What follows belongs to an exercise in optimizing a design on an open flow for small area; a production flow would make more cautious choices. RTL that was checked went through simulation tests only; none was proved equivalent to the original. The RTL of runs 1 to 3 was laid out without a check of its function. The clock port is modelled as an ideal driver; clocking choices that lean on that would not hold on a real chip. No activity file was given, so power comes from the tool's default toggle rates.

===== flow/flow/run.sh =====
#!/bin/bash
# Standard synthesis, then an area re-mapping of its combinational logic
# (flip-flops untouched), then the standard layout with small port buffers
# and a one-level clock tree.
set -euo pipefail
HERE=$PWD
R=$HERE/orfs/results/$FLOW_PLATFORM/top/base
LIB=$FLOW_HOME/platforms/sky130hd/lib/sky130_fd_sc_hd__tt_025C_1v80.lib
bash standard.sh $R/1_2_yosys.v > synth.log 2>&1
cp $R/1_2_yosys.v $HERE/standard_synth.v
DONTUSE=""
for c in $(grep -o "sky130_fd_sc_hd__lpflow_[a-z0-9_]*\|sky130_fd_sc_hd__probe[a-z0-9_]*" $FLOW_HOME/platforms/sky130hd/config.mk); do DONTUSE="$DONTUSE -dont_use $c"; done
LIB=$LIB IN_V=$HERE/standard_synth.v OUT_V=$R/1_2_yosys.v DONTUSE="$DONTUSE" ABC_SCRIPT=$HERE/flow/area.abc \
  yosys -c $HERE/flow/remap.tcl > remap.log 2>&1
export BUFFER_PORTS_ARGS="-buffer_cell sky130_fd_sc_hd__buf_1"
export CTS_ARGS="${CTS_ARGS_OVERRIDE:--sink_clustering_enable -sink_clustering_size 50 -sink_clustering_max_diameter 500 -root_buf sky130_fd_sc_hd__clkbuf_8 -buf_list sky130_fd_sc_hd__clkbuf_8 -dont_use_dummy_load -repair_clock_nets}"
bash standard.sh finish > layout.log 2>&1

===== flow/flow/remap.tcl =====
# Re-map the combinational logic of the standard synthesis netlist for area.
# The flip-flops keep their instances, names and cell types.
yosys -import
set lib $::env(LIB)
set in $::env(IN_V)
set out $::env(OUT_V)
read_liberty -ignore_miss_func $lib
read_verilog $in
hierarchy -top top
# keep every sequential cell as it is
setattr -mod -set keep_hierarchy 1 sky130_fd_sc_hd__df* sky130_fd_sc_hd__edf* sky130_fd_sc_hd__sdf* sky130_fd_sc_hd__dl* sky130_fd_sc_hd__conb_1
flatten
opt_clean
techmap
opt -fast
abc -liberty $lib {*}$::env(DONTUSE) -script $::env(ABC_SCRIPT)
opt_clean -purge
hilomap -singleton -hicell sky130_fd_sc_hd__conb_1 HI -locell sky130_fd_sc_hd__conb_1 LO
splitnets
opt_clean -purge
stat -liberty $lib
select -module top
write_verilog -noattr -nohex -nodec -selected $out

===== flow/standard.sh =====
#!/bin/bash
# synth_recipe.tcl (not shown) runs the flow's synth.tcl, then flattens the netlist and writes it again
# the make line also repeats each setting of config.mk as NAME=value (left out here)
make -C /OpenROAD-flow-scripts/flow DESIGN_CONFIG=/design/flow/config.mk WORK_HOME=/design/flow/orfs CLKGATE_MAP_FILE= SYNTH_SCRIPT=/design/flow/synth_recipe.tcl "${@:-finish}"

===== flow/config.mk =====
export PLATFORM = sky130hd
export DESIGN_NAME = top
export DESIGN_NICKNAME = top
export VERILOG_FILES = /design/flow/design.v
export SDC_FILE = /design/flow/constraint.sdc
export NUM_CORES = 4
export LEC_CHECK = 0
export CAP_MARGIN = 20
export CORE_MARGIN = 2
export CORE_UTILIZATION = 40
export SLEW_MARGIN = 20

===== flow/design.v =====
module top(
    input clk,
    input rst,
    input start,
    output reg tx,
    input rx,
    output [7:0] rxdata,
    output rdone
    );
 localparam [13:0] CI = 14'b01010101010101;    
 localparam [13:0] CT = 14'd5349;
 localparam [13:0] CM = 14'b11111101111101;
 reg [13:0] cp;
 wire [13:0] cs = cp ^ CI;
 wire bitDone = ((cs & CM) == (CT & CM));
 reg [3:0] b;
 wire idle = b[3] & b[1];
 reg F;
 always @(*) begin
  case (b)
   4'd1, 4'd7, 4'd9, 4'd10: F = 1'b1;
   default: F = 1'b0;
  endcase
 end
 always @(posedge clk) begin
  if (rst | idle) cp <= 14'd0 ^ CI;
  else if (bitDone) cp <= 14'd1 ^ CI;
  else cp <= {cs[12:0], ~(cs[13] ^ cs[0])} ^ CI;
  if (rst) b <= 4'd10;
  else if (idle) b <= start ? 4'd0 : 4'd10;
  else if (bitDone) b <= b + 1'b1;
  tx <= rst | F;
 end
 localparam [12:0] RI = 13'b1010101010101;
 localparam [12:0] RR = 13'b0111001010011;
 localparam [12:0] RT = 13'b0100100000000;
 localparam [12:0] RM = 13'b0111001110111;
 reg [12:0] rp;
 wire [12:0] rs = rp ^ RI;
 wire rtc = ((rs & RM) == (RT & RM));
 reg [3:0] ri;
 reg ph;
 reg [7:0] rxd;
 assign rxdata = rxd;
 wire ridle = (ri == 4'd0) | (ri == 4'd11);
 wire last = (ri == 4'd10);
 assign rdone = (ri == 4'd11);
 always @(posedge clk) begin
  if (rst | ~ph) rp <= RR ^ RI;
  else rp <= {rs[11:0], rs[12] ^ rs[0]} ^ RI;
  if (rst) begin ri <= 4'd0; ph <= 1'b0; end
  else if (ridle) begin ri <= rx ? 4'd0 : 4'd1; ph <= 1'b0; end
  else if (~ph) begin if (bitDone) begin ri <= ri + 1'b1; ph <= 1'b1; end end
  else if (last) begin ri <= 4'd11; ph <= 1'b0; end
  else if (rtc) ph <= 1'b0;
  if (rst) rxd <= 8'h00;
  else if (ph & rtc) rxd <= {rx, rxd[7:1]};
 end
endmodule

===== flow/flow/area.abc =====
&get -n
&st
&syn2
&dch -f
&nf -R 1000
&put

===== flow/constraint.sdc =====
create_clock -name core_clock -period 10.0 [get_ports {clk}]
set_input_delay 2.0000 -clock core_clock [delete_from_list [all_inputs] [get_ports {clk}]]
set_output_delay 2.0000 -clock core_clock [all_outputs]
set_load 0.01 [all_outputs]

==> results of run 1 <==
[routing by layer]
layer	up-vias	wire length [um]
li1	556	-
met1	502	1120
met2	22	1220
met3	6	119
met4	0	62
met5	-	0
[worst register-to-register path: cells and delay by family (launching register included)]
kind,cells,cell delay [ps]
DFF,1,370
muxes,1,310
and+or+nand+nor,4,980
[cell type report]
type,count,area (um^2),share of cell area (%)
sequential,45,901,54.1
clock buffer,5,68.8,4.13
timing repair buffer,13,48.8,2.93
tap,48,60.1,3.61
inverter,3,11.3,0.676
multi-input combinational,106,576,34.6
[final timing paths]
check | end | start | cells after the start | slack, ps
setup / recovery | rdone | ri[1]$_SDFFE_PP0P_ | 3 | 6700
setup reg to reg | rxd[1]$_SDFFE_PP0P_ | rp[0]$_SDFF_PP0_ | 5 | 8210
hold reg to reg | cp[8]$_SDFF_PP1_ | cp[7]$_SDFF_PP0_ | 1 | 360
hold / removal | cp[8]$_SDFF_PP1_ | cp[7]$_SDFF_PP0_ | 1 | 360
[placed cells by master (no fill, tap or decap), types with 2 or more instances in the layout]
| master | count |
|---|---|
| sky130_fd_sc_hd__nand2_1 | 21 |
| sky130_fd_sc_hd__clkbuf_8 | 5 |
| sky130_fd_sc_hd__and3_1 | 4 |
| sky130_fd_sc_hd__dfxtp_1 | 45 |
| sky130_fd_sc_hd__nor4_1 | 2 |
| sky130_fd_sc_hd__a21oi_1 | 12 |
| sky130_fd_sc_hd__a22oi_1 | 2 |
| sky130_fd_sc_hd__nand2b_1 | 3 |
| sky130_fd_sc_hd__nor2_1 | 27 |
| sky130_fd_sc_hd__buf_1 | 13 |
| sky130_fd_sc_hd__mux2i_1 | 8 |
| sky130_fd_sc_hd__nand3_1 | 3 |
| sky130_fd_sc_hd__xor2_1 | 3 |
| sky130_fd_sc_hd__clkinv_1 | 3 |
| sky130_fd_sc_hd__o21ai_0 | 6 |
[registers in the layout, indices dropped and copies added, names as in the netlist]
signal / count
tx: 1
ri: 4
b: 4
ph: 1
rp: 13
cp: 14
rxd: 8
[power by group through the flow]
stage	Combinational, uW	Clock (uW)	Sequential [uW]
2_1_floorplan	16.2	0	192
3_3_place_gp	20.6	0	193
3_5_place_dp	21.5	0	193
4_1_cts	21.7	101	188
5_1_grt	25.2	107	190
6_report	21.5	97.2	189
[stage by stage]
stage | worst slack [ps] | power (uW) | hold WS (ps) | area (um^2)
5_1_grt | 6590 | 322 | 370 | 1670
4_1_cts | 6690 | 311 | 363 | 1670
3_3_place_gp | 6810 | 213 | 348 | 1600
6_report | 6700 | 307 | 362 | 1670
2_1_floorplan | 7190 | 208 | 343 | 1490
3_5_place_dp | 6700 | 214 | 349 | 1600
==> reports/results.tsv, run 1 <==
metric	value	unit
maxSlewViolCount	0	
first_global_vias	1041	
power_per_cell_area	185	nW/um^2
cts.sinks	45	
irDropWorstVdd	0.0000952	V
placed_cells	215	
seq_power_share	61.4	%
cp_cell_sequence	and3b_1, and2_0, buf_1	
num_rows	22	
busiest_layer	met2	
firstDrtPassIters	4	
setup_viol	0	
switching_share	22.9	%
rsz0062_at_grt	false	
die_w	65.0	um
viasPerCell	4.94	
cellLeakagePower	0.000656	uW
globalplace.congestion	0.762	
crit_required	8000	ps
outcome	no timing/DRC/antenna violations	
worst-path-max-fanout	5	
grt_antenna_before_repair	0	
power_report.internal_total	237	uW
final_net_count	178	
grt_pass1_wl	4.44	mm
io_pins	14	
power_switching	70.5	uW
critical_path_arrival	1300	ps
clkSlewWorstSetupHoldPaths	80	ps
crit_path_end_kind	output port	
synth_nets	158	
insertion_delay_of_the_later_clocked_pin_in_the_worst_skew_pair	290	ps
design.die.area	4220	um^2
groute.usage.overall	14.3	%
final.period_utilization	33.0	%
critical_path_startpoint_category	flop	
cts_resized	0	
cts.path.max_buffers	2	
syn-cell-area	1490	um^2
post_route_cells_drive_above_1_share	2.91	%
antenna_cells	0	
hold_class	reg -> reg	
max_stage_delay	410	ps
remaining_drc_errors	0	
final-hold-violation-count	0	
cts_hold_repair.buffers	0	
wl_per_cell	11.5	um
largest_net_degree_at_the_start_of_global_routing	20	
route.antenna.remaining_nets	0	
grt.met1_usage	14.9	%
area.growth.synth_to_final	11.9	%
floorplan.core_area	3610	um^2
filler_cell_count	349	
globalRouteMet2Util	24.0	%
slew_headroom	50.6	%
num_vias	1086	
p_comb_share	7.0	%
cts_tree	built	
cts_buffer_count	5	
detailedPlacementHpwl	1.78	mm
wl	2.52	mm
clock_skew	13.8	ps
die_h	65.0	um
port-buffer-count	13	
critical_path_class	reg -> out	
worstPathBufferInverterCount	1	
finalCriticalPeriod	3300	ps
fin_tns_setup	0	ps
finish.utilization	46.2	%
ys.warnings.count	1	
detailedRoute.firstIterationViolations	46	
grt.met3_usage	6.42	%
cts.htree.levels	2	
floorplan.initialDensity	41.3	%
timing_worst_slew_pin_value	741	ps
post_layout_nonfiller_instances	220	
number_of_setup_buffers_added_after_cts	0	
clock.fmax	0.303	GHz
drv_cap	0	
critical_path.slowest_cell	sky130_fd_sc_hd__dfxtp_1	
clkPwrFrac	31.6	%
post_synth_inst_count	154	
clock_tree.root_cell	sky130_fd_sc_hd__clkbuf_8	
postSynthAreaPerCell	9.66	um^2
grt_overflow_total	0	
worst_path_dominant_cell_family	simple AND/OR/NAND/NOR gates	
==> run 2, diff against run 1 <==
==> flow/flow/run.sh (replaced) <==
#!/bin/bash
# Own layout flow:
#  1. the standard synthesis (standard.sh, unchanged);
#  2. an area re-mapping of its combinational logic with ABC (flip-flops keep
#     their instances, names and cell types);
#  3. the standard layout, with buf_1 port buffers and a small clock
#     distribution (port -> one root buffer -> K leaf buffers) instead of
#     the H-tree; CTS is then left with nothing to do.
# Each tool's output goes to its own log file here.
set -euo pipefail
HERE=$PWD
R=$HERE/orfs/results/$FLOW_PLATFORM/top/base
LIB=$FLOW_HOME/platforms/sky130hd/lib/sky130_fd_sc_hd__tt_025C_1v80.lib
bash standard.sh $R/1_2_yosys.v > synth.log 2>&1
cp $R/1_2_yosys.v $HERE/standard_synth.v
DONTUSE=""
for c in $(grep -o "sky130_fd_sc_hd__lpflow_[a-z0-9_]*\|sky130_fd_sc_hd__probe[a-z0-9_]*" $FLOW_HOME/platforms/sky130hd/config.mk); do DONTUSE="$DONTUSE -dont_use $c"; done
LIB=$LIB IN_V=$HERE/standard_synth.v OUT_V=$R/1_2_yosys.v DONTUSE="$DONTUSE" ABC_SCRIPT=$HERE/flow/area.abc \
  yosys -c $HERE/flow/remap.tcl > remap.log 2>&1
export BUFFER_PORTS_ARGS="-buffer_cell sky130_fd_sc_hd__buf_1"
export KBUF_ROOT=sky130_fd_sc_hd__clkbuf_2
export KBUF_CELL=${KBUF_CELL:-sky130_fd_sc_hd__clkbuf_8}
export KBUF_N=${KBUF_N:-3}
export PRE_CTS_TCL=$HERE/flow/clock_buffers.tcl
export CTS_ARGS="-clk_nets clk"
bash standard.sh finish > layout.log 2>&1
==> flow/flow/clock_buffers.tcl (new file) <==
# Clock distribution: the clock port drives one root clock buffer, which
# drives K leaf clock buffers, each placed at the centre of a cluster of
# flip-flops and driving that cluster.
set block [ord::get_db_block]
set master [[ord::get_db] findMaster $::env(KBUF_CELL)]
set K $::env(KBUF_N)
set rmaster [[ord::get_db] findMaster $::env(KBUF_ROOT)]
set clk [$block findNet clk]
set sinks {}
foreach it [$clk getITerms] {
  if {[$it getIoType] == "INPUT"} {
    set bb [[$it getInst] getBBox]
    lappend sinks [list $it [expr {([$bb xMin] + [$bb xMax]) / 2.0}] [expr {([$bb yMin] + [$bb yMax]) / 2.0}]]
  }
}
# k-means on sink locations, seeded along the x axis
set sorted [lsort -real -index 1 $sinks]
set n [llength $sorted]
set cent {}
for {set k 0} {$k < $K} {incr k} {
  set s [lindex $sorted [expr {int(($k + 0.5) * $n / $K)}]]
  lappend cent [list [lindex $s 1] [lindex $s 2]]
}
for {set iter 0} {$iter < 50} {incr iter} {
  set assign {}
  foreach s $sinks {
    set best 0; set bd 1e30
    for {set k 0} {$k < $K} {incr k} {
      set c [lindex $cent $k]
      set d [expr {abs([lindex $s 1] - [lindex $c 0]) + abs([lindex $s 2] - [lindex $c 1])}]
      if {$d < $bd} {set bd $d; set best $k}
    }
    lappend assign $best
  }
  set new {}
  for {set k 0} {$k < $K} {incr k} {
    set sx 0; set sy 0; set m 0
    foreach s $sinks a $assign { if {$a == $k} { set sx [expr {$sx + [lindex $s 1]}]; set sy [expr {$sy + [lindex $s 2]}]; incr m } }
    if {$m > 0} { lappend new [list [expr {$sx / $m}] [expr {$sy / $m}]] } else { lappend new [lindex $cent $k] }
  }
  set cent $new
}
set root [odb::dbInst_create $block $rmaster clkbuf_root]
set rnet [odb::dbNet_create $block clknet_root]
$rnet setSigType CLOCK
[$root findITerm A] connect $clk
[$root findITerm X] connect $rnet
set rx 0; set ry 0
foreach c $cent { set rx [expr {$rx + [lindex $c 0] / $K}]; set ry [expr {$ry + [lindex $c 1] / $K}] }
$root setLocation [expr {int($rx)}] [expr {int($ry)}]
$root setPlacementStatus PLACED
for {set k 0} {$k < $K} {incr k} {
  set buf [odb::dbInst_create $block $master clkbuf_leaf_$k]
  set net [odb::dbNet_create $block clknet_leaf_$k]
  $net setSigType CLOCK
  set m 0
  foreach s $sinks a $assign {
    if {$a == $k} { set it [lindex $s 0]; $it disconnect; $it connect $net; incr m }
  }
  [$buf findITerm A] connect $rnet
  [$buf findITerm X] connect $net
  set c [lindex $cent $k]
  $buf setLocation [expr {int([lindex $c 0])}] [expr {int([lindex $c 1])}]
  $buf setPlacementStatus PLACED
  puts "clock buffer $k ($::env(KBUF_CELL)) drives $m sinks"
}
==> run 2 against run 1 <==
  * Still clean on timing, DRC and antenna
  * Cell count shrank 0.45%
  * Combinational power about the same
  * Highest routed layer unchanged
  * First-iteration DRC count increased by 17%
  * Sequential share of layout area up 0.74 points
==> reports/results.tsv, run 2 <==
metric	value	unit	change
grt_pass1_wl	4.33	mm	-2.5%
wl	2.44	mm	-3.4%
setup_viol	0		unchanged
final_net_count	177		-0.56%
final_common_cell	sky130_fd_sc_hd__dfxtp_1		
maxSlewViolCount	0		unchanged
finish.utilization	45.6	%	-0.62 points
critical_path_startpoint_category	flop		
area.sequential	901	um^2	unchanged
worstPathBufferInverterCount	1		unchanged
number_of_setup_buffers_added_after_cts	0		unchanged
most-common-layout-cells	sky130_fd_sc_hd__dfxtp_1, sky130_fd_sc_hd__nor2_1, sky130_fd_sc_hd__nand2_1, sky130_fd_sc_hd__buf_1, sky130_fd_sc_hd__a21oi_1		
power_per_cell_area	176	nW/um^2	-4.6%
timing_worst_slew_pin_value	714	ps	-27.0 ps
port-buffer-count	13		unchanged
final-hold-violation-count	0		unchanged
hold_class	reg -> reg		
num_vias	1073		-1.2%
slew_headroom	52.4	%	+1.8 points
num_rows	22		unchanged
remaining_drc_errors	0		unchanged
totalPowerFinal	289	uW	-5.9%
rsz0062_at_grt	false		
crit_required	8000	ps	about the same
largest-register	cp		
post_dp_cell_area	1600	um^2	unchanged
detailedRoute.firstIterationViolations	54		+17%
worst_path_dominant_cell_family	simple AND/OR/NAND/NOR gates		
critical_path.slowest_cell	sky130_fd_sc_hd__dfxtp_1		
first_global_vias	1007		-3.3%
cellLeakagePower	0.000646	uW	-1.6%
cp_cell_sequence	and3b_1, and2_0, buf_1		
globalplace.congestion	0.762		unchanged
firstDrtPassIters	4		unchanged
grt_antenna_before_repair	0		unchanged
synth_nets	158		unchanged
worst-path-max-fanout	5		unchanged
fin_tns_setup	0	ps	unchanged
critical_path_class	reg -> out		
flip_flop_count_of_the_largest_register_all_copies_and_words_added	14		unchanged
largest_net_degree_at_the_start_of_global_routing	20		unchanged
post_synth_inst_count	154		unchanged
cts_hold_repair.buffers	0		unchanged
die_h	65.0	um	unchanged
design.die.area	4220	um^2	unchanged
grt_overflow_total	0		unchanged
irDropWorstVdd	0.0000928	V	-2.5%
multi_input_gate_area	576	um^2	unchanged
ys.warnings.count	1		unchanged
syn-cell-area	1490	um^2	unchanged
filler_cell_count	354		+1.4%
critical_path_arrival	1390	ps	+90 ps
insertion_delay_of_the_later_clocked_pin_in_the_worst_skew_pair	370	ps	+80 ps
post_route_cells_drive_above_1_share	2.34	%	-0.57 points
postSynthAreaPerCell	9.66	um^2	unchanged
die_w	65.0	um	unchanged
clock.fmax	0.295	GHz	-2.7%
finalCriticalPeriod	3390	ps	+90.2 ps
detailedPlacementHpwl	1.78	mm	unchanged
clkSlewWorstSetupHoldPaths	100	ps	+20 ps
io_pins	14		unchanged
wl_per_cell	11.1	um	-3.0%
clock_skew	21.8	ps	+7.94 ps
tightest_hold_margin	369	ps	+7.00 ps
outcome	no timing/DRC/antenna violations		
top_regs	cp x14, rp x13, rxd x8		
area.growth.synth_to_final	10.4	%	
viasPerCell	4.90		-0.75%
route.antenna.remaining_nets	0		unchanged
antenna_cells	0		unchanged
final_area	1640	um^2	-1.4%
groute.usage.overall	12.3	%	-2.0 points
drv_cap	0		unchanged
cts_resized	0		unchanged
crit_path_end_kind	output port		
floorplan.core_area	3610	um^2	unchanged
final.period_utilization	33.9	%	+0.90 points
max_stage_delay	420	ps	about the same
floorplan.initialDensity	41.3	%	unchanged
[run 2: layout make-up]
class,instances,area share [%]
Buffer,4,2.82
Inverter,3,0.685
Multi-Input combinational cell,106,35.0
Sequential cell,45,54.8
Tap cell,48,3.66
Timing Repair Buffer,13,2.97
[run 2: worst paths after layout]
check | from | to | slack [ps] | cells past startpoint
worst max register to register | rp[0]$_SDFF_PP0_ | rxd[7]$_SDFFE_PP0P_ | 8210 | 5
worst min register to register | rp[7]$_SDFF_PP0_ | rp[8]$_SDFF_PP1_ | 370 | 1
worst min-delay path | rp[7]$_SDFF_PP0_ | rp[8]$_SDFF_PP1_ | 370 | 1
worst max-delay path | ri[1]$_SDFFE_PP0P_ | rdone | 6610 | 3
[run 2: report_power, final]
group	total, uW	switching, uW	internal (uW)
Combinational	21.4	12.6	8.87
Sequential	189	5.56	183
Clock	79.2	49.6	29.6
Total	289	67.7	221
[run 2: per-stage QoR]
step	std cells	worst slack [ps]
finish	219	6610
global route	219	6480
CTS	219	6700
detailed placement	215	6700
global placement	215	6810
floorplan	154	7190
[run 2: routing by layer]
metal / global-route usage, % / vias to the layer above / part of all wire (%)
met4: 2.66 / 0 / 2.6
met1: 15.2 / 494 / 46
li1: - / 554 / -
met5: 0 / - / 0
met3: 1.74 / 7 / 4.3
met2: 22.7 / 18 / 47
==> run 3, diff against run 2 <==
--- a/flow/config.mk
+++ b/flow/config.mk
@@ -7,5 +7,6 @@
 export LEC_CHECK = 0
 export CAP_MARGIN = 20
 export CORE_MARGIN = 2
-export CORE_UTILIZATION = 40
+export CORE_UTILIZATION = 70
+export PLACE_DENSITY = 0.8
 export SLEW_MARGIN = 20
==> run 3 against run 2 <==
  * Setup slack got worse by 9.3 ps
  * Sequential share of layout area rose by 0.89 points
  * Synthesized cell count did not move
  * Clock skew rose by 23 ps
  * Final area fell by 1.6%
  * Largest cell class unchanged
  * Wire length rose by 9.2%
  * Global-route usage rose by 11 points
  * Clock power fell by 2%
  * Cell count fell by 9.6%
  * Core utilization rose by 36 points
  * Maximum frequency fell by 0.27%
  * Critical path depth did not move
==> reports/results.tsv, run 3 <==
metric	value	unit	change
slew_headroom	49.2	%	-3.3 points
ys.warnings.count	1		unchanged
insertion_delay_of_the_later_clocked_pin_in_the_worst_skew_pair	380	ps	about the same
largest-register	cp		
die_h	50.1	um	-23%
wl	2.66	mm	+9.2%
setup_viol	0		unchanged
post_layout_nonfiller_instances	198		-9.6%
largest_net_degree_at_the_start_of_global_routing	23		+15%
area.growth.synth_to_final	8.66	%	
placed_cells	194		-9.8%
post_route_cells_drive_above_1_share	2.34	%	unchanged
final_common_cell	sky130_fd_sc_hd__dfxtp_1		
viasPerCell	5.60		+14%
maxSlewViolCount	0		unchanged
final-hold-violation-count	0		unchanged
cellLeakagePower	0.000646	uW	unchanged
remaining_drc_errors	0		unchanged
cts_hold_repair.buffers	0		unchanged
port-buffer-count	13		unchanged
fin_tns_setup	0	ps	unchanged
finalCriticalPeriod	3400	ps	+9.28 ps
first_global_vias	1110		+10%
critical_path_class	reg -> out		
post_dp_cell_area	1570	um^2	-1.6%
grt_antenna_before_repair	0		unchanged
cts_resized	0		unchanged
floorplan.core_area	1980	um^2	-45%
post_synth_inst_count	154		unchanged
final_area	1620	um^2	-1.6%
antenna_cells	0		unchanged
num_rows	16		-27%
crit_required	8000	ps	about the same
firstDrtPassIters	4		unchanged
clock_skew	44.4	ps	+22.7 ps
floorplan.initialDensity	75.1	%	+34 points
irDropWorstVdd	0.000132	V	+42%
clkSlewWorstSetupHoldPaths	120	ps	+20 ps
timing_worst_slew_pin_value	763	ps	+49.1 ps
grt_overflow_total	0		unchanged
critical_path_startpoint_category	flop		
crit_path_end_kind	output port		
outcome	no timing/DRC/antenna violations		
final.setup.worst_slack	6600	ps	-9.28 ps
final.period_utilization	34.0	%	+0.093 points
detailedPlacementHpwl	1.84	mm	+3.4%
die_w	50.1	um	-23%
drv_cap	0		unchanged
worst-path-max-fanout	5		unchanged
detailedRoute.firstIterationViolations	20		-63%
io_pins	14		unchanged
design.die.area	2510	um^2	-41%
grt_pass1_wl	4.71	mm	+8.6%
number_of_setup_buffers_added_after_cts	0		unchanged
most-common-layout-cells	sky130_fd_sc_hd__dfxtp_1, sky130_fd_sc_hd__nor2_1, sky130_fd_sc_hd__nand2_1, sky130_fd_sc_hd__buf_1, sky130_fd_sc_hd__a21oi_1		
rsz0062_at_grt	false		
top_regs	cp x14, rp x13, rxd x8		
globalplace.congestion	0.747		-2.0%
hold_class	reg -> reg		
clock.fmax	0.294	GHz	-0.27%
postSynthAreaPerCell	9.66	um^2	unchanged
synth_nets	158		unchanged
wl_per_cell	13.4	um	+21%
place_ws	6750	ps	+47.3 ps
route.antenna.remaining_nets	0		unchanged
final_net_count	177		unchanged
power_per_cell_area	178	nW/um^2	+1.3%
tightest_hold_margin	331	ps	-37.5 ps
groute.usage.overall	23.5	%	+11 points
num_vias	1108		+3.3%
syn-cell-area	1490	um^2	unchanged
critical_path_arrival	1400	ps	about the same
flip_flop_count_of_the_largest_register_all_copies_and_words_added	14		unchanged
==> run 3: path summary, 6_finish.rpt <==
kind	slack, ps	depth (start not counted)	end	from
max	6600	3	rdone	ri[1]$_SDFFE_PP0P_
min	330	1	cp[12]$_SDFF_PP1_	cp[11]$_SDFF_PP0_
max reg2reg	8130	5	rxd[3]$_SDFFE_PP0P_	rp[11]$_SDFF_PP1_
min reg2reg	330	1	cp[12]$_SDFF_PP1_	cp[11]$_SDFF_PP0_
==> run 3: through the flow <==
| step | utilization [%] | power [uW] |
|---|---|---|
| final | 81.6 | 288 |
| after global routing | 81.6 | 301 |
| after CTS | 81.6 | 276 |
| after detailed placement | 79.2 | 214 |
| after global placement | 79.2 | 213 |
| after floorplan | - | 208 |
==> run 3: area by class of cell <==
cell class,count,area [um^2]
Buffer,4,46.3
Fill cell,138,365
Inverter,3,11.3
Multi-Input combinational cell,106,576
Sequential cell,45,901
Tap cell,27,33.8
Timing Repair Buffer,13,48.8
==> run 3: per-layer routing <==
metal / GRT usage (%) / vias up / part of all wire, %
met4: 10.6 / 0 / 4.6
met3: 2.73 / 14 / 3.4
met5: 0 / - / 0
li1: - / 560 / -
met2: 41.2 / 25 / 50
met1: 28.4 / 509 / 42
==> run 3: power breakdown <==
part | internal [uW] | switching, uW | leakage [uW]
registers | 183 | 5.43 | 0.000364
logic | 8.87 | 13.1 | 0.000256
clock network | 29.6 | 48.2 | 0.0000257
==> run 3: critical path, stage by stage (launching register included) <==
cell and delay, ps:
sky130_fd_sc_hd__dfxtp_1 420, sky130_fd_sc_hd__and3b_1 230, sky130_fd_sc_hd__and2_0 200, sky130_fd_sc_hd__buf_1 170
==> run 4, diff against run 3 <==
--- a/flow/design.v
+++ b/flow/design.v
@@ -42,17 +42,16 @@
  reg ph;
  reg [7:0] rxd;
  assign rxdata = rxd;
- wire ridle = (ri == 4'd0) | (ri == 4'd11);
- wire last = (ri == 4'd10);
- assign rdone = (ri == 4'd11);
+ wire ridle = ri[3] & ri[0];
+ assign rdone = ri[3] & ~ri[1] & ri[0];
+ wire step = ph & (rtc | ri[3]);    
  always @(posedge clk) begin
   if (rst | ~ph) rp <= RR ^ RI;
   else rp <= {rs[11:0], rs[12] ^ rs[0]} ^ RI;
-  if (rst) begin ri <= 4'd0; ph <= 1'b0; end
-  else if (ridle) begin ri <= rx ? 4'd0 : 4'd1; ph <= 1'b0; end
-  else if (~ph) begin if (bitDone) begin ri <= ri + 1'b1; ph <= 1'b1; end end
-  else if (last) begin ri <= 4'd11; ph <= 1'b0; end
-  else if (rtc) ph <= 1'b0;
+  if (rst) begin ri <= 4'd11; ph <= 1'b0; end
+  else if (ridle) begin ri <= rx ? 4'd11 : 4'd0; ph <= 1'b0; end
+  else if (~ph) ph <= bitDone;
+  else if (step) begin ri <= ri + 1'b1; ph <= 1'b0; end
   if (rst) rxd <= 8'h00;
   else if (ph & rtc) rxd <= {rx, rxd[7:1]};
  end
--- a/flow/config.mk
+++ b/flow/config.mk
@@ -7,6 +7,5 @@
 export LEC_CHECK = 0
 export CAP_MARGIN = 20
 export CORE_MARGIN = 2
-export CORE_UTILIZATION = 70
-export PLACE_DENSITY = 0.8
+export CORE_UTILIZATION = 40
 export SLEW_MARGIN = 20
==> run 4 against run 3 <==
  * Clock skew decreased by 5.7 ps
  * Sequential power about the same
  * Critical path depth is the same
  * Global-route usage decreased by 12 points
  * Critical path type unchanged
  * Largest cell class unchanged
  * Largest power group unchanged
==> reports/results.tsv, run 4 <==
metric	value	unit	change
cts_resized	0		unchanged
clock_skew	38.7	ps	-5.69 ps
flip_flop_count_of_the_largest_register_all_copies_and_words_added	14		unchanged
die_w	63.7	um	+27%
final_net_count	170		-4.0%
detailroute.wirelength.met3	69	um	-23%
hold_class	reg -> reg		
drv_cap	0		unchanged
largest_net_degree_at_the_start_of_global_routing	20		-13%
top_regs	cp x14, rp x13, rxd x8		
detailroute.wirelength.met2	1.00	mm	-24%
ys.warnings.count	1		unchanged
fin_tns_setup	0	ps	unchanged
floorplan.initialDensity	42.1	%	-33 points
postSynthAreaPerCell	9.77	um^2	+1.1%
critical_path_arrival	1230	ps	-170 ps
grt_pass1_wl	4.05	mm	-14%
crit_required	8000	ps	about the same
final_common_cell	sky130_fd_sc_hd__dfxtp_1		
viasPerCell	4.71		-16%
irDropWorstVdd	0.0000923	V	-30%
wl_per_cell	10.7	um	-21%
groute.usage.overall	11.6	%	-12 points
first_global_vias	919		-17%
cellLeakagePower	0.000634	uW	-1.8%
design.die.area	4060	um^2	+62%
port-buffer-count	13		unchanged
num_rows	21		+5
wl	2.24	mm	-16%
remaining_drc_errors	0		unchanged
filler_cell_count	339		+150%
most-common-layout-cells	sky130_fd_sc_hd__dfxtp_1, sky130_fd_sc_hd__nor2_1, sky130_fd_sc_hd__nand2_1, sky130_fd_sc_hd__buf_1, sky130_fd_sc_hd__o21ai_0		
timing_worst_slew_pin_value	552	ps	-211 ps
globalplace.congestion	0.788		+5.5%
post_route_cells_drive_above_1_share	3.05	%	+0.71 points
largest-register	cp		
worst-path-max-fanout	8		+3
met1Wirelength	1.14	mm	+1.3%
final_area	1590	um^2	-1.9%
firstDrtPassIters	4		unchanged
post_dp_cell_area	1540	um^2	-1.9%
clock.fmax	0.310	GHz	+5.4%
floorplan.core_area	3390	um^2	+71%
crit_path_end_kind	output port		
critical_path_startpoint_category	flop		
outcome	no timing/DRC/antenna violations		
slew_headroom	63.2	%	+14 points
rsz0062_at_grt	false		
detailedRoute.firstIterationViolations	36		+80%
number_of_setup_buffers_added_after_cts	0		unchanged
setup_viol	0		unchanged
finalCriticalPeriod	3230	ps	-174 ps
post_synth_inst_count	146		-5.2%
area.growth.synth_to_final	11.2	%	
critical_path_class	reg -> out		
grt_antenna_before_repair	0		unchanged
final-hold-violation-count	0		unchanged
route.antenna.remaining_nets	0		unchanged
power_per_cell_area	175	nW/um^2	-2.1%
num_vias	990		-11%
detailedPlacementHpwl	1.70	mm	-7.7%
insertion_delay_of_the_later_clocked_pin_in_the_worst_skew_pair	350	ps	-30 ps
grt_overflow_total	0		unchanged
dr.max_layer_used	met4		
synth_nets	150		-5.1%
syn-cell-area	1430	um^2	-4.1%
clkSlewWorstSetupHoldPaths	110	ps	about the same
cts_hold_repair.buffers	0		unchanged
antenna_cells	0		unchanged
maxSlewViolCount	0		unchanged
multi_input_gate_area	514	um^2	-11%
die_h	63.7	um	+27%
final.period_utilization	32.3	%	-1.7 points
area.sequential	901	um^2	unchanged
io_pins	14		unchanged
-- run 4: through the flow --
| stage | setup slack, ps | hold WS [ps] | util [%] | std cells | power [uW] |
|---|---|---|---|---|---|
| floorplan | 7330 | 343 | - | 146 | 199 |
| global placement | 6820 | 349 | 45.4 | 206 | 203 |
| detailed placement | 6740 | 349 | 45.4 | 206 | 203 |
| CTS | 6740 | 357 | 46.8 | 210 | 265 |
| global route | 6640 | 400 | 46.8 | 210 | 289 |
| finish | 6770 | 377 | 46.8 | 210 | 277 |
-- run 4: worst max-delay path, cell delays in order, from the launching register on --
cell and delay [ps]:
sky130_fd_sc_hd__dfxtp_1 460, sky130_fd_sc_hd__nand2_1 140, sky130_fd_sc_hd__nor2_1 120, sky130_fd_sc_hd__buf_1 160
-- run 4: worst paths after layout --
path | from | end | slack (ps) | cells past startpoint
min | cp[1]$_SDFF_PP0_ | cp[2]$_SDFF_PP1_ | 380 | 1
max | ri[0]$_SDFFE_PP1P_ | rdone | 6770 | 3
min reg2reg | cp[1]$_SDFF_PP0_ | cp[2]$_SDFF_PP1_ | 380 | 1
max reg2reg | rp[6]$_SDFF_PP0_ | ri[1]$_SDFFE_PP1P_ | 8030 | 8
-- run 4: metal layers --
| metal | up-vias | GRT usage, % |
|---|---|---|
| met5 | - | 0 |
| met4 | 0 | 1.90 |
| met3 | 4 | 1.79 |
| met2 | 7 | 18.6 |
| met1 | 446 | 16.8 |
| li1 | 533 | - |
-- run 4: cell type report --
cell class,instances,area share (%)
inverter,3,0.710
sequential,45,56.8
timing repair buffer,14,3.55
tap,46,3.63
multi-input combinational,98,32.4
buffer,4,2.92
-- run 4: where the power goes --
group	total, uW	switching (uW)	internal (uW)
clock	77.8	48.1	29.7
combinational	12.9	7.53	5.34
sequential	186	3.92	182
==> run 5, diff against run 4 <==
==> flow/flow/area.abc (replaced) <==
&get -n
&st
&deepsyn -T 20
&nf -R 1000
&put
==> run 5 against run 4 <==
  * Worst hold slack worse by 34 ps
  * Sequential share of layout area is 2.1 points higher
  * Highest routed layer unchanged
  * Combinational power up 19%
  * Flip-flop and latch count unchanged
  * Still clean on timing, DRC and antenna
  * Global-route usage is essentially flat
  * Critical path type is now in -> reg
  * Sequential power hardly changed
  * Largest power group unchanged
  * Register-to-register slack worse by 510 ps
  * Via count is 3.7% lower
  * Final area is 3.5% lower
==> reports/results.tsv, run 5 <==
metric	value	unit	change
outcome	no timing/DRC/antenna violations		
finalCriticalPeriod	3970	ps	+749 ps
synth_nets	136		-9.3%
placed_cells	192		-6.8%
crit_path_end_kind	flop		
route.antenna.remaining_nets	0		unchanged
fin_tns_setup	0	ps	unchanged
detailedPlacementHpwl	1.60	mm	-5.8%
final.period_utilization	39.7	%	+7.5 points
insertion_delay_of_the_later_clocked_pin_in_the_worst_skew_pair	360	ps	about the same
critical_path_arrival	4210	ps	+2980 ps
design.die.area	3910	um^2	-3.7%
final-hold-violation-count	0		unchanged
irDropWorstVdd	0.0000821	V	-11%
post_route_cells_drive_above_1_share	3.33	%	+0.28 points
critical_path_class	in -> reg		
worst-path-max-fanout	10		+2
tightest_hold_margin	343	ps	-34.1 ps
area.growth.synth_to_final	11.7	%	
first_global_vias	903		-1.7%
setup_viol	0		unchanged
syn-cell-area	1370	um^2	-3.9%
floorplan.initialDensity	41.4	%	-0.70 points
die_h	62.5	um	-1.9%
floorplan.core_area	3310	um^2	-2.3%
die_w	62.5	um	-1.9%
firstDrtPassIters	4		unchanged
maxSlewViolCount	0		unchanged
post_layout_nonfiller_instances	196		-6.7%
remaining_drc_errors	0		unchanged
grt_antenna_before_repair	0		unchanged
timing_worst_slew_pin_value	942	ps	+391 ps
largest-register	cp		
cts_hold_repair.buffers	0		unchanged
top_regs	cp x14, rp x13, rxd x8		
num_rows	21		unchanged
wl	2.16	mm	-3.6%
critical_path_startpoint_category	input port		
slew_headroom	36.7	%	-27 points
postSynthAreaPerCell	10.4	um^2	+6.2%
drv_cap	0		unchanged
cts_resized	0		unchanged
groute.usage.overall	11.6	%	about the same
num_vias	953		-3.7%
port-buffer-count	13		unchanged
clock_skew	26.3	ps	-12.4 ps
rsz0062_at_grt	false		
wl_per_cell	11.0	um	+3.3%
detailedRoute.firstIterationViolations	19		-47%
cellLeakagePower	0.000564	uW	-11%
flip_flop_count_of_the_largest_register_all_copies_and_words_added	14		unchanged
post_synth_inst_count	132		-9.6%
final_common_cell	sky130_fd_sc_hd__dfxtp_1		
totalPowerFinal	282	uW	+1.6%
grt_overflow_total	0		unchanged
crit_required	10240	ps	+2240 ps
clkSlewWorstSetupHoldPaths	90	ps	-20 ps
power_per_cell_area	184	nW/um^2	+5.4%
ys.warnings.count	1		unchanged
grt_pass1_wl	3.92	mm	-3.2%
viasPerCell	4.86		+3.1%
io_pins	14		unchanged
clock.fmax	0.252	GHz	-19%
largest_net_degree_at_the_start_of_global_routing	19		-5.0%
number_of_setup_buffers_added_after_cts	0		unchanged
most-common-layout-cells	sky130_fd_sc_hd__dfxtp_1, sky130_fd_sc_hd__nor2_1, sky130_fd_sc_hd__nand2_1, sky130_fd_sc_hd__buf_1, sky130_fd_sc_hd__a22o_1		
globalplace.congestion	0.737		-6.5%
antenna_cells	0		unchanged
hold_class	reg -> reg		
final_net_count	156		-8.2%
[run 5: worst max-delay path, stage by stage]
cell	delay, ps
sky130_fd_sc_hd__buf_1	190
sky130_fd_sc_hd__nor2b_1	350
sky130_fd_sc_hd__nand2_1	120
sky130_fd_sc_hd__nor3_1	780
sky130_fd_sc_hd__and3_1	310
sky130_fd_sc_hd__and2_0	210
sky130_fd_sc_hd__a221oi_1	110
sky130_fd_sc_hd__o21a_1	130
[run 5: through the flow]
step | worst slack, ps | area, um^2 | utilization, %
2_1_floorplan | 6280 | 1370 | -
3_3_place_gp | 5780 | 1480 | 44.8
3_5_place_dp | 5660 | 1480 | 44.8
5_1_grt | 5670 | 1530 | 46.2
6_report | 6030 | 1530 | 46.2
4_1_cts | 5650 | 1530 | 46.2
[run 5: area by class of cell]
type,count,area [um^2]
tap,46,57.6
multi-input combinational,84,458
fill,343,1780
inverter,3,11.3
buffer,4,46.3
sequential,45,901
timing repair buffer,14,56.3
[run 5: routing by layer]
metal | vias up | GRT usage (%) | routed length, um
met5 | - | 0 | 0
met4 | 0 | 1.94 | 47
met3 | 5 | 1.62 | 80
met2 | 12 | 19.6 | 968
met1 | 442 | 16.0 | 1060
li1 | 494 | - | -
[run 5: path summary, 6_finish.rpt]
kind	from	endpoint	slack [ps]	cells past startpoint
hold reg to reg	rp[8]$_SDFF_PP1_	rp[9]$_SDFF_PP1_	340	1
setup / recovery	rst	ri[2]$_SDFFE_PP0P_	6030	8
hold / removal	rp[8]$_SDFF_PP1_	rp[9]$_SDFF_PP1_	340	1
setup reg to reg	ph$_SDFF_PP0_	ri[2]$_SDFFE_PP0P_	7520	7
[run 5: power breakdown]
part / internal (uW) / switching [uW]
clock network: 29.7 / 50.4
registers: 183 / 3.07
logic: 5.90 / 9.51
==> run 6, diff against run 5 <==
--- a/flow/design.v
+++ b/flow/design.v
@@ -15,20 +15,14 @@
  wire bitDone = ((cs & CM) == (CT & CM));
  reg [3:0] b;
  wire idle = b[3] & b[1];
- reg F;
- always @(*) begin
-  case (b)
-   4'd1, 4'd7, 4'd9, 4'd10: F = 1'b1;
-   default: F = 1'b0;
-  endcase
- end
+ wire F = b[3] ? (b[1] | b[0]) : (b[0] & ~(b[1] ^ b[2]));
  always @(posedge clk) begin
   if (rst | idle) cp <= 14'd0 ^ CI;
   else if (bitDone) cp <= 14'd1 ^ CI;
   else cp <= {cs[12:0], ~(cs[13] ^ cs[0])} ^ CI;
   if (rst) b <= 4'd10;
   else if (idle) b <= start ? 4'd0 : 4'd10;
-  else if (bitDone) b <= b + 1'b1;
+  else if (bitDone) b <= {b[3] | (b[2] & b[1] & b[0]), b[2] ^ (b[1] & b[0]), b[1] ^ b[0], ~b[0]};
   tx <= rst | F;
  end
  localparam [12:0] RI = 13'b1010101010101;
==> run 6 against run 5 <==
  * Synthesized cell count is 2.3% lower
  * Critical path type unchanged
  * Power is 0.24% lower
  * First-iteration DRC count is 16% lower
  * Largest power group unchanged
  * Register-to-register slack better by 700 ps
  * Clock skew is 16 ps lower
  * Setup slack better by 690 ps
  * Via count is 3.9% lower
  * Worst hold slack better by 27 ps
  * Flip-flop and latch count stayed put
==> reports/results.tsv, run 6 <==
metric	value	unit	change
outcome	no timing/DRC/antenna violations		
reg2reg_from	cp[3]$_SDFF_PP0_		
first_global_vias	883		-2.2%
worst-path-max-fanout	11		+1
area.sequential	901	um^2	unchanged
clkSlewWorstSetupHoldPaths	90	ps	about the same
design.die.area	3890	um^2	-0.61%
seq_power_share	67.3	%	+1.2 points
dr.max_layer_used	met4		
worstPathBufferInverterCount	2		+1
power_report.internal_total	220	uW	+0.71%
final_common_cell	sky130_fd_sc_hd__dfxtp_1		
stages_on_the_worst_setup_path	8		unchanged
finalCriticalPeriod	3280	ps	-692 ps
io_pins	14		unchanged
ys.warnings.count	1		unchanged
critical_path.slowest_cell	sky130_fd_sc_hd__nor2_1		
floorplan.core_area	3310	um^2	unchanged
setup_viol	0		unchanged
clock.fmax	0.305	GHz	+21%
post_synth_inst_count	129		-2.3%
max_stage_delay	420	ps	-360 ps
clkPwrFrac	27.3	%	-1.1 points
met1Wirelength	1.05	mm	-1.5%
detailedRoute.firstIterationViolations	16		-3
detailroute.wirelength.met2	903	um	-6.7%
top_regs	cp x14, rp x13, rxd x8		
clock_skew	10.4	ps	-15.8 ps
final.setup.worst_slack	6720	ps	+692 ps
most-common-layout-cells	sky130_fd_sc_hd__dfxtp_1, sky130_fd_sc_hd__nand2_1, sky130_fd_sc_hd__nor2_1, sky130_fd_sc_hd__buf_1, sky130_fd_sc_hd__a22o_1		
worst_path_dominant_cell_family	simple AND/OR/NAND/NOR gates		
die_h	62.3	um	-0.30%
ff2ff_path_depth	4		-3
viasPerCell	4.75		-2.4%
cts_resized	0		unchanged
power_switching	60.8	uW	-3.5%
critPathMostFrequentCell	sky130_fd_sc_hd__nand2_1		
rsz0062_at_grt	false		
groute.usage.overall	10.8	%	-0.83 points
area.growth.synth_to_final	11.8	%	about the same
cts_hold_repair.buffers	0		unchanged
post_route_cells_drive_above_1_share	3.40	%	+0.068 points
grt_overflow_total	0		unchanged
place_ws	6350	ps	+698 ps
timing_worst_slew_pin_value	535	ps	-407 ps
grt_pass1_wl	3.67	mm	-6.4%
globalplace.congestion	0.707		-4.1%
whs_path_depth	1		unchanged
flip_flop_count_of_the_largest_register_all_copies_and_words_added	14		unchanged
route.antenna.remaining_nets	0		unchanged
irDropWorstVdd	0.000116	V	+41%
largest_net_degree_at_the_start_of_global_routing	17		-2
detailroute.wirelength.met3	52	um	-35%
final.period_utilization	32.8	%	-6.9 points
slew_headroom	64.2	%	+27 points
final_net_count	153		-1.9%
port-buffer-count	13		unchanged
crit_required	10230	ps	about the same
detailedPlacementHpwl	1.50	mm	-6.1%
wl	2.02	mm	-6.3%
cellLeakagePower	0.000559	uW	-0.92%
crit_path_start	rst		
fin_tns_setup	0	ps	unchanged
die_w	62.3	um	-0.30%
critical_path_arrival	3510	ps	-700 ps
crit_path_end_kind	flop		
num_vias	916		-3.9%
synth_nets	133		-2.2%
filler_cell_count	342		-0.29%
power_per_cell_area	185	nW/um^2	+0.33%
multi_input_gate_area	460	um^2	+0.55%
maxSlewViolCount	0		unchanged
syn-cell-area	1360	um^2	-0.64%
number_of_setup_buffers_added_after_cts	0		unchanged
p_comb_share	5.4	%	about the same
critical_path_class	in -> reg		
floorplan.initialDensity	41.1	%	-0.26 points
hold_class	reg -> reg		
antenna_cells	0		unchanged
remaining_drc_errors	0		unchanged
insertion_delay_of_the_later_clocked_pin_in_the_worst_skew_pair	330	ps	-30 ps
drv_cap	0		unchanged
num_rows	21		unchanged
final_area	1520	um^2	-0.57%
cp_cell_sequence	buf_1, nor2b_1, nand2_1, nor3_1, buf_4, nor2_1, nand2_1, o21a_1		
wl_per_cell	10.5	um	-4.8%
postSynthAreaPerCell	10.6	um^2	+1.7%
grt_antenna_before_repair	0		unchanged
final-hold-violation-count	0		unchanged
critical_path_startpoint_category	input port		
min-delay-start	rp[8]$_SDFF_PP1_		
largest-register	cp		
post_dp_cell_area	1480	um^2	-0.59%
switching_share	21.6	%	-0.74 points
firstDrtPassIters	4		unchanged
==> run 6: cell type report <==
type,count,share of cell area [%]
flip-flops and latches,45,59.2
multi-input cells,84,30.3
well taps,46,3.78
repair buffers,14,3.70
plain buffers,4,3.04
==> run 6: metrics by stage <==
stage	hold WS (ps)	std cells	total power (uW)	utilization, %
detailed placement	354	189	209	44.6
floorplan	343	129	204	-
finish	371	193	281	46.0
CTS	357	193	270	46.0
global placement	348	189	208	44.6
global route	397	193	296	46.0
==> run 6: power groups by stage <==
stage | logic [uW] | clock network, uW | registers [uW]
final | 15.1 | 76.7 | 189
after floorplan | 11.0 | 0 | 193
after detailed placement | 15.2 | 0 | 193
after global routing | 17.2 | 88.3 | 190
after CTS | 15.3 | 61.5 | 193
after global placement | 15.1 | 0 | 193
==> run 6: routing by layer <==
| metal | up-vias | track usage (%) |
|---|---|---|
| li1 | 479 | - |
| met1 | 429 | 15.1 |
| met2 | 6 | 18.2 |
| met3 | 2 | 1.27 |
| met4 | 0 | 1.94 |
| met5 | - | 0 |
==> run 6: final timing paths <==
| check | end | slack, ps |
|---|---|---|
| setup / recovery | ri[0]$_SDFFE_PP1P_ | 6720 |
| hold / removal | rp[9]$_SDFF_PP1_ | 370 |
| setup reg to reg | b[1]$_SDFFE_PP1P_ | 8220 |
| hold reg to reg | rp[9]$_SDFF_PP1_ | 370 |
==> run 6: worst reg2reg max path, stage by stage, from the launching register on <==
cell and delay, ps:
sky130_fd_sc_hd__dfxtp_1 320, sky130_fd_sc_hd__or4_1 520, sky130_fd_sc_hd__nor2_1 350, sky130_fd_sc_hd__a21oi_1 170, sky130_fd_sc_hd__mux2_1 320
==> run 7, diff against run 6 <==
--- a/flow/flow/run.sh
+++ b/flow/flow/run.sh
@@ -18,7 +18,7 @@
 LIB=$LIB IN_V=$HERE/standard_synth.v OUT_V=$R/1_2_yosys.v DONTUSE="$DONTUSE" ABC_SCRIPT=$HERE/flow/area.abc \
   yosys -c $HERE/flow/remap.tcl > remap.log 2>&1
 export BUFFER_PORTS_ARGS="-buffer_cell sky130_fd_sc_hd__buf_1"
-export KBUF_ROOT=sky130_fd_sc_hd__clkbuf_2
+export KBUF_ROOT=sky130_fd_sc_hd__clkbuf_1
 export KBUF_CELL=${KBUF_CELL:-sky130_fd_sc_hd__clkbuf_8}
 export KBUF_N=${KBUF_N:-3}
 export PRE_CTS_TCL=$HERE/flow/clock_buffers.tcl
--- a/flow/config.mk
+++ b/flow/config.mk
@@ -8,4 +8,5 @@
 export CAP_MARGIN = 20
 export CORE_MARGIN = 2
 export CORE_UTILIZATION = 40
+export GPL_TIMING_DRIVEN = 0
 export SLEW_MARGIN = 20
==> run 7 against run 6 <==
  * Highest routed layer unchanged
  * Largest power group unchanged
  * Die area stayed put
  * Critical path depth fell by 2
  * Area after synthesis unchanged
  * Still clean on timing, DRC and antenna
  * Sequential share of layout area grew 0.15 points
  * Clock power is 0.8% lower
  * Flip-flop and latch count is the same
  * Register-to-register slack worse by 400 ps
  * Clock skew is 6.3 ps higher
  * Cell count is 0.52% lower
==> reports/results.tsv, run 7 <==
metric	value	unit	change
outcome	no timing/DRC/antenna violations		
reg2reg_from	ph$_SDFF_PP0_		
floorplan.initialDensity	41.1	%	unchanged
final.period_utilization	35.6	%	+2.7 points
flip_flop_count_of_the_largest_register_all_copies_and_words_added	14		unchanged
worst-path-max-fanout	11		unchanged
post_route_cells_drive_above_1_share	2.74	%	-0.66 points
postSynthAreaPerCell	10.6	um^2	unchanged
tightest_hold_margin	364	ps	-6.12 ps
antenna_cells	0		unchanged
cts_hold_repair.buffers	0		unchanged
area.growth.synth_to_final	11.5	%	
die_w	62.3	um	unchanged
slew_headroom	53.3	%	-11 points
detailedRoute.firstIterationViolations	36		+20
number_of_setup_buffers_added_after_cts	0		unchanged
globalplace.congestion	0.717		+1.5%
synth_nets	133		unchanged
place_ws	5670	ps	-681 ps
final_net_count	152		-0.65%
hold_class	reg -> reg		
fin_tns_setup	0	ps	unchanged
wl	2.12	mm	+4.9%
crit_required	10330	ps	+100 ps
viasPerCell	4.77		+0.52%
detailedPlacementHpwl	1.51	mm	+1.0%
die_h	62.3	um	unchanged
crit_path_end_kind	flop		
wl_per_cell	11.1	um	+5.4%
cts_resized	0		unchanged
timing_worst_slew_pin_value	697	ps	+161 ps
grt_overflow_total	0		unchanged
most-common-layout-cells	sky130_fd_sc_hd__dfxtp_1, sky130_fd_sc_hd__nand2_1, sky130_fd_sc_hd__nor2_1, sky130_fd_sc_hd__buf_1, sky130_fd_sc_hd__a22o_1		
filler_cell_count	349		+2.0%
ff2ff_path_depth	5		+1
final.setup.worst_slack	6440	ps	-273 ps
largest-register	cp		
clock.fmax	0.281	GHz	-7.7%
top_regs	cp x14, rp x13, rxd x8		
rsz0062_at_grt	false		
critical_path_class	in -> reg		
design.die.area	3890	um^2	unchanged
maxSlewViolCount	0		unchanged
remaining_drc_errors	0		unchanged
route.antenna.remaining_nets	0		unchanged
cellLeakagePower	0.000551	uW	-1.5%
num_rows	21		unchanged
drv_cap	0		unchanged
post_synth_inst_count	129		unchanged
insertion_delay_of_the_later_clocked_pin_in_the_worst_skew_pair	430	ps	+100 ps
first_global_vias	856		-3.1%
final_area	1520	um^2	-0.25%
grt_pass1_wl	3.80	mm	+3.6%
io_pins	14		unchanged
critical_path_startpoint_category	input port		
setup_viol	0		unchanged
grt_antenna_before_repair	0		unchanged
critical_path_endpoint	rxd[7]$_SDFFE_PP0P_		
totalPowerFinal	280	uW	-0.14%
floorplan.core_area	3310	um^2	unchanged
groute.usage.overall	11.1	%	+0.34 points
crit_path_start	rst		
r2r_end	rxd[7]$_SDFFE_PP0P_		
syn-cell-area	1360	um^2	unchanged
final_common_cell	sky130_fd_sc_hd__dfxtp_1		
firstDrtPassIters	4		unchanged
critical_path_arrival	3880	ps	+370 ps
power_per_cell_area	185	nW/um^2	+0.10%
port-buffer-count	13		unchanged
clock_skew	16.8	ps	+6.33 ps
ys.warnings.count	1		unchanged
final-hold-violation-count	0		unchanged
largest_net_degree_at_the_start_of_global_routing	18		+1
num_vias	916		unchanged
clkSlewWorstSetupHoldPaths	100	ps	about the same
finalCriticalPeriod	3560	ps	+273 ps
irDropWorstVdd	0.000131	V	+14%
post_dp_cell_area	1470	um^2	-0.51%
ff2ff_setup_slack	7820	ps	-400 ps
-- run 7: how the worst min path moves through the flow --
stage                           from                to  slack (ps)  depth (start not counted)
floorplan           cp[1]$_SDFF_PP0_  cp[2]$_SDFF_PP1_         340                          1
global placement    rp[8]$_SDFF_PP1_  rp[9]$_SDFF_PP1_         350                          1
detailed placement  rp[8]$_SDFF_PP1_  rp[9]$_SDFF_PP1_         350                          1
CTS                 rp[8]$_SDFF_PP1_  rp[9]$_SDFF_PP1_         350                          1
global route        cp[7]$_SDFF_PP0_  cp[8]$_SDFF_PP1_         390                          1
finish              rp[8]$_SDFF_PP1_  rp[9]$_SDFF_PP1_         360                          1
-- run 7: critical path, cell delays in order --
cell	delay, ps
sky130_fd_sc_hd__buf_1	170
sky130_fd_sc_hd__nor2b_1	370
sky130_fd_sc_hd__nand2_1	160
sky130_fd_sc_hd__nor3_2	620
sky130_fd_sc_hd__nor2_1	300
sky130_fd_sc_hd__a22o_1	250
-- run 7: layout make-up --
type | instances | area [um^2] | area share (%)
Tap cell | 46 | 57.6 | 3.79
Buffer | 4 | 45.0 | 2.97
Timing Repair Buffer | 13 | 48.8 | 3.22
Sequential cell | 45 | 901 | 59.4
Multi-Input combinational cell | 84 | 465 | 30.7
-- run 7: where the power goes --
group          internal, uW  leakage, uW  total [uW]  switching, uW
clock network          28.3    0.0000228        76.1           47.8
logic                  6.24     0.000163        15.1           8.87
registers               184     0.000365         189           5.15
-- run 7: stage by stage --
| step | util, % | instances |
|---|---|---|
| finish | 45.8 | 192 |
| detailed placement | 44.3 | 188 |
| CTS | 45.7 | 192 |
| global placement | 44.3 | 188 |
| floorplan | - | 129 |
| global route | 45.8 | 192 |
-- run 7: per-layer routing --
layer,wire [um],track usage [%]
met5,0,0
met4,20,1.39
met2,949,17.8
met1,1080,16.4
met3,73,1.63
==> run 8, diff against run 7 <==
--- a/flow/design.v
+++ b/flow/design.v
@@ -21,7 +21,10 @@
   else if (bitDone) cp <= 14'd1 ^ CI;
   else cp <= {cs[12:0], ~(cs[13] ^ cs[0])} ^ CI;
   if (rst) b <= 4'd10;
-  else if (idle) b <= start ? 4'd0 : 4'd10;
+  else if (idle) begin
+    if (start == 1'b1) b <= 4'd0;    
+    else b <= 4'd10;
+  end
   else if (bitDone) b <= {b[3] | (b[2] & b[1] & b[0]), b[2] ^ (b[1] & b[0]), b[1] ^ b[0], ~b[0]};
   tx <= rst | F;
  end
@@ -43,7 +46,11 @@
   if (rst | ~ph) rp <= RR ^ RI;
   else rp <= {rs[11:0], rs[12] ^ rs[0]} ^ RI;
   if (rst) begin ri <= 4'd11; ph <= 1'b0; end
-  else if (ridle) begin ri <= rx ? 4'd11 : 4'd0; ph <= 1'b0; end
+  else if (ridle) begin
+    if (rx == 1'b0) ri <= 4'd0;    
+    else ri <= 4'd11;
+    ph <= 1'b0;
+  end
   else if (~ph) ph <= bitDone;
   else if (step) begin ri <= ri + 1'b1; ph <= 1'b0; end
   if (rst) rxd <= 8'h00;
==> run 8 against run 7 <==
  * Still clean on timing, DRC and antenna
  * Clock skew is 2.7 ps higher
  * Flip-flop and latch count stayed put
  * Global-route usage rose by 0.71 points
  * Via count grew 5.1%
  * Die area is 0.79% higher
  * Final area grew 0.74%
  * Sequential share of layout area shrank 0.44 points
  * Worst hold slack got worse by 15 ps
  * Largest cell class unchanged
==> reports/results.tsv, run 8 <==
metric	value	unit	change
outcome	no timing/DRC/antenna violations		
maxSlewViolCount	0		unchanged
die_w	62.6	um	+0.39%
seq_power_share	67.7	%	+0.2 points
finish.utilization	46.2	%	+0.34 points
worst-path-max-fanout	11		unchanged
floorplan.initialDensity	41.5	%	+0.34 points
most-common-layout-cells	sky130_fd_sc_hd__dfxtp_1, sky130_fd_sc_hd__nor2_1, sky130_fd_sc_hd__nand2_1, sky130_fd_sc_hd__buf_1, sky130_fd_sc_hd__a22o_1		
filler_cell_count	343		-1.7%
min-delay-start	rp[7]$_SDFF_PP0_		
critical_path_startpoint_category	input port		
syn-cell-area	1370	um^2	+0.83%
floorplan.core_area	3310	um^2	unchanged
cts_hold_repair.buffers	0		unchanged
detailedRoute.firstIterationViolations	32		-11%
synth_nets	134		+0.75%
final-hold-violation-count	0		unchanged
tightest_hold_margin	350	ps	-14.7 ps
area.sequential	901	um^2	unchanged
rsz0062_at_grt	false		
timing_worst_slew_pin_value	645	ps	-52.2 ps
num_rows	21		unchanged
power_per_cell_area	180	nW/um^2	-2.5%
viasPerCell	4.99		+4.6%
power_switching	59.3	uW	-4.1%
port-buffer-count	13		unchanged
first_global_vias	914		+6.8%
crit_required	10380	ps	+50 ps
remaining_drc_errors	0		unchanged
wl_per_cell	11.7	um	+6.0%
insertion_delay_of_the_later_clocked_pin_in_the_worst_skew_pair	460	ps	+30 ps
largest_net_degree_at_the_start_of_global_routing	18		unchanged
post_route_cells_drive_above_1_share	2.72	%	-0.019 points
die_h	62.6	um	+0.39%
ff2ff_setup_slack	7650	ps	-170 ps
worstHoldEndpoint	rp[8]$_SDFF_PP1_		
route.antenna.remaining_nets	0		unchanged
cts_resized	0		unchanged
ff2ff_path_depth	8		+3
drv_cap	0		unchanged
p_comb_share	4.8	%	-0.6 points
grt_pass1_wl	4.00	mm	+5.3%
post_layout_nonfiller_instances	193		+0.52%
design.die.area	3920	um^2	+0.79%
switching_share	21.5	%	-0.52 points
irDropWorstVdd	0.0000741	V	-44%
whs_path_depth	1		unchanged
slew_headroom	56.8	%	+3.5 points
clkPwrFrac	27.5	%	+0.4 points
setup_viol	0		unchanged
clock_skew	19.4	ps	+2.67 ps
critical_path_class	in -> reg		
antenna_cells	0		unchanged
postSynthAreaPerCell	10.6	um^2	about the same
globalplace.congestion	0.811		+13%
num_vias	963		+5.1%
grt_antenna_before_repair	0		unchanged
finalCriticalPeriod	3720	ps	+165 ps
flip_flop_count_of_the_largest_register_all_copies_and_words_added	14		unchanged
firstDrtPassIters	4		unchanged
number_of_setup_buffers_added_after_cts	0		unchanged
clock.fmax	0.269	GHz	-4.4%
top_regs	cp x14, rp x13, rxd x8		
reg2reg_from	ph$_SDFF_PP0_		
r2r_end	ri[3]$_SDFFE_PP1P_		
cellLeakagePower	0.000547	uW	-0.75%
clkSlewWorstSetupHoldPaths	100	ps	about the same
final.period_utilization	37.2	%	+1.7 points
critical_path_arrival	4100	ps	+220 ps
final_common_cell	sky130_fd_sc_hd__dfxtp_1		
post_synth_inst_count	130		+0.78%
hold_class	reg -> reg		
groute.usage.overall	11.8	%	+0.71 points
crit_path_end_kind	flop		
area.growth.synth_to_final	11.4	%	about the same
largest-register	cp		
detailedPlacementHpwl	1.63	mm	+7.8%
power_report.internal_total	216	uW	-1.2%
placed_cells	189		+0.53%
grt_overflow_total	0		unchanged
ys.warnings.count	1		unchanged
multi_input_gate_area	473	um^2	+1.6%
totalPowerFinal	275	uW	-1.8%
io_pins	14		unchanged
wl	2.26	mm	+6.6%
final_net_count	153		+0.66%
fin_tns_setup	0	ps	unchanged
-- run 8: worst max-delay path by stage --
stage | from | to | slack (ps)
2_1_floorplan | rst | ri[3]$_SDFFE_PP1P_ | 6200
3_3_place_gp | rst | ri[3]$_SDFFE_PP1P_ | 5600
3_5_place_dp | rst | ri[3]$_SDFFE_PP1P_ | 5490
4_1_cts | rst | ri[3]$_SDFFE_PP1P_ | 5480
5_1_grt | rst | ri[3]$_SDFFE_PP1P_ | 6050
6_report | rst | ri[3]$_SDFFE_PP1P_ | 6280
-- run 8: final cells by class --
cell class,count,share of cell area (%)
sequential,45,58.9
inverter,1,0.245
timing repair buffer,13,3.19
tap,46,3.76
multi-input combinational,84,30.9
buffer,4,2.95
-- run 8: power by group through the flow --
| stage | clock network, uW | logic [uW] | registers [uW] |
|---|---|---|---|
| after global routing | 87.5 | 15.2 | 187 |
| final | 75.8 | 13.2 | 186 |
| after global placement | 0 | 13.0 | 190 |
| after detailed placement | 0 | 13.2 | 190 |
| after CTS | 60.4 | 13.4 | 191 |
| after floorplan | 0 | 9.28 | 190 |
-- run 8: per-stage QoR --
step           area (um^2)  worst slack (ps)
3_3_place_gp          1480              5600
5_1_grt               1530              6050
4_1_cts               1520              5480
2_1_floorplan         1370              6200
6_report              1530              6280
3_5_place_dp          1480              5490
-- run 8: per-layer routing --
metal / GRT usage, % / up-vias / share of wire [%]
li1: - / 486 / -
met1: 15.9 / 462 / 47
met2: 20.7 / 11 / 47
met3: 1.44 / 4 / 3.7
met4: 1.94 / 0 / 1.5
met5: 0 / - / 0
-- run 8: critical path: stages --
cell and delay, ps:
sky130_fd_sc_hd__buf_1 190, sky130_fd_sc_hd__nor2b_1 360, sky130_fd_sc_hd__nand2_1 140, sky130_fd_sc_hd__nor3_2 570, sky130_fd_sc_hd__nand2_1 180, sky130_fd_sc_hd__nor2_1 240
sky130_fd_sc_hd__a21oi_1 120, sky130_fd_sc_hd__o21bai_1 160, sky130_fd_sc_hd__a21oi_1 140

==> static timing again, ports no longer ideal <==
The results above use ideal ports. As a check the final layouts listed here were re-extracted and re-timed, cells and wires unchanged.
Step 1: set_driving_cell puts a clkbuf_16 on clk and a buf_2 on each other input, an assumption about the parent block.
Step 2 adds t to the input delays and takes it off the output delays; t is the mean of the earliest and latest rising clock arrival at the registers after step 1. Input paths then give back, and output paths get back, about the clock's delay inside the block.
Three values: ideal, step 1, step 2; two values: the first two.
run	t, ns	slack for setup (ns)	hold WS [ns]	cell pins on the clock port's net
run 1	0.314	6.700 / 6.673 / 6.683	0.362 / 0.362 / 0.362	1
run 2	0.385	6.610 / 6.587 / 6.703	0.369 / 0.369 / 0.369	1
run 3	0.374	6.601 / 6.579 / 6.715	0.331 / 0.331 / 0.331	1
run 4	0.354	6.774 / 6.753 / 6.749	0.377 / 0.377 / 0.377	1
run 5	0.372	6.026 / 6.028 / 5.656	0.343 / 0.343 / 0.343	1
run 6	0.349	6.717 / 6.721 / 6.373	0.371 / 0.371 / 0.371	1
run 7	0.447	6.444 / 6.448 / 6.002	0.364 / 0.364 / 0.364	1
run 8	0.478	6.279 / 6.283 / 5.805	0.350 / 0.350 / 0.350	1
After both steps every run listed still meets setup and hold. The setup slack of run 8, which loses most, moves by +0.004 ns with the drivers and by -0.474 ns with both steps.
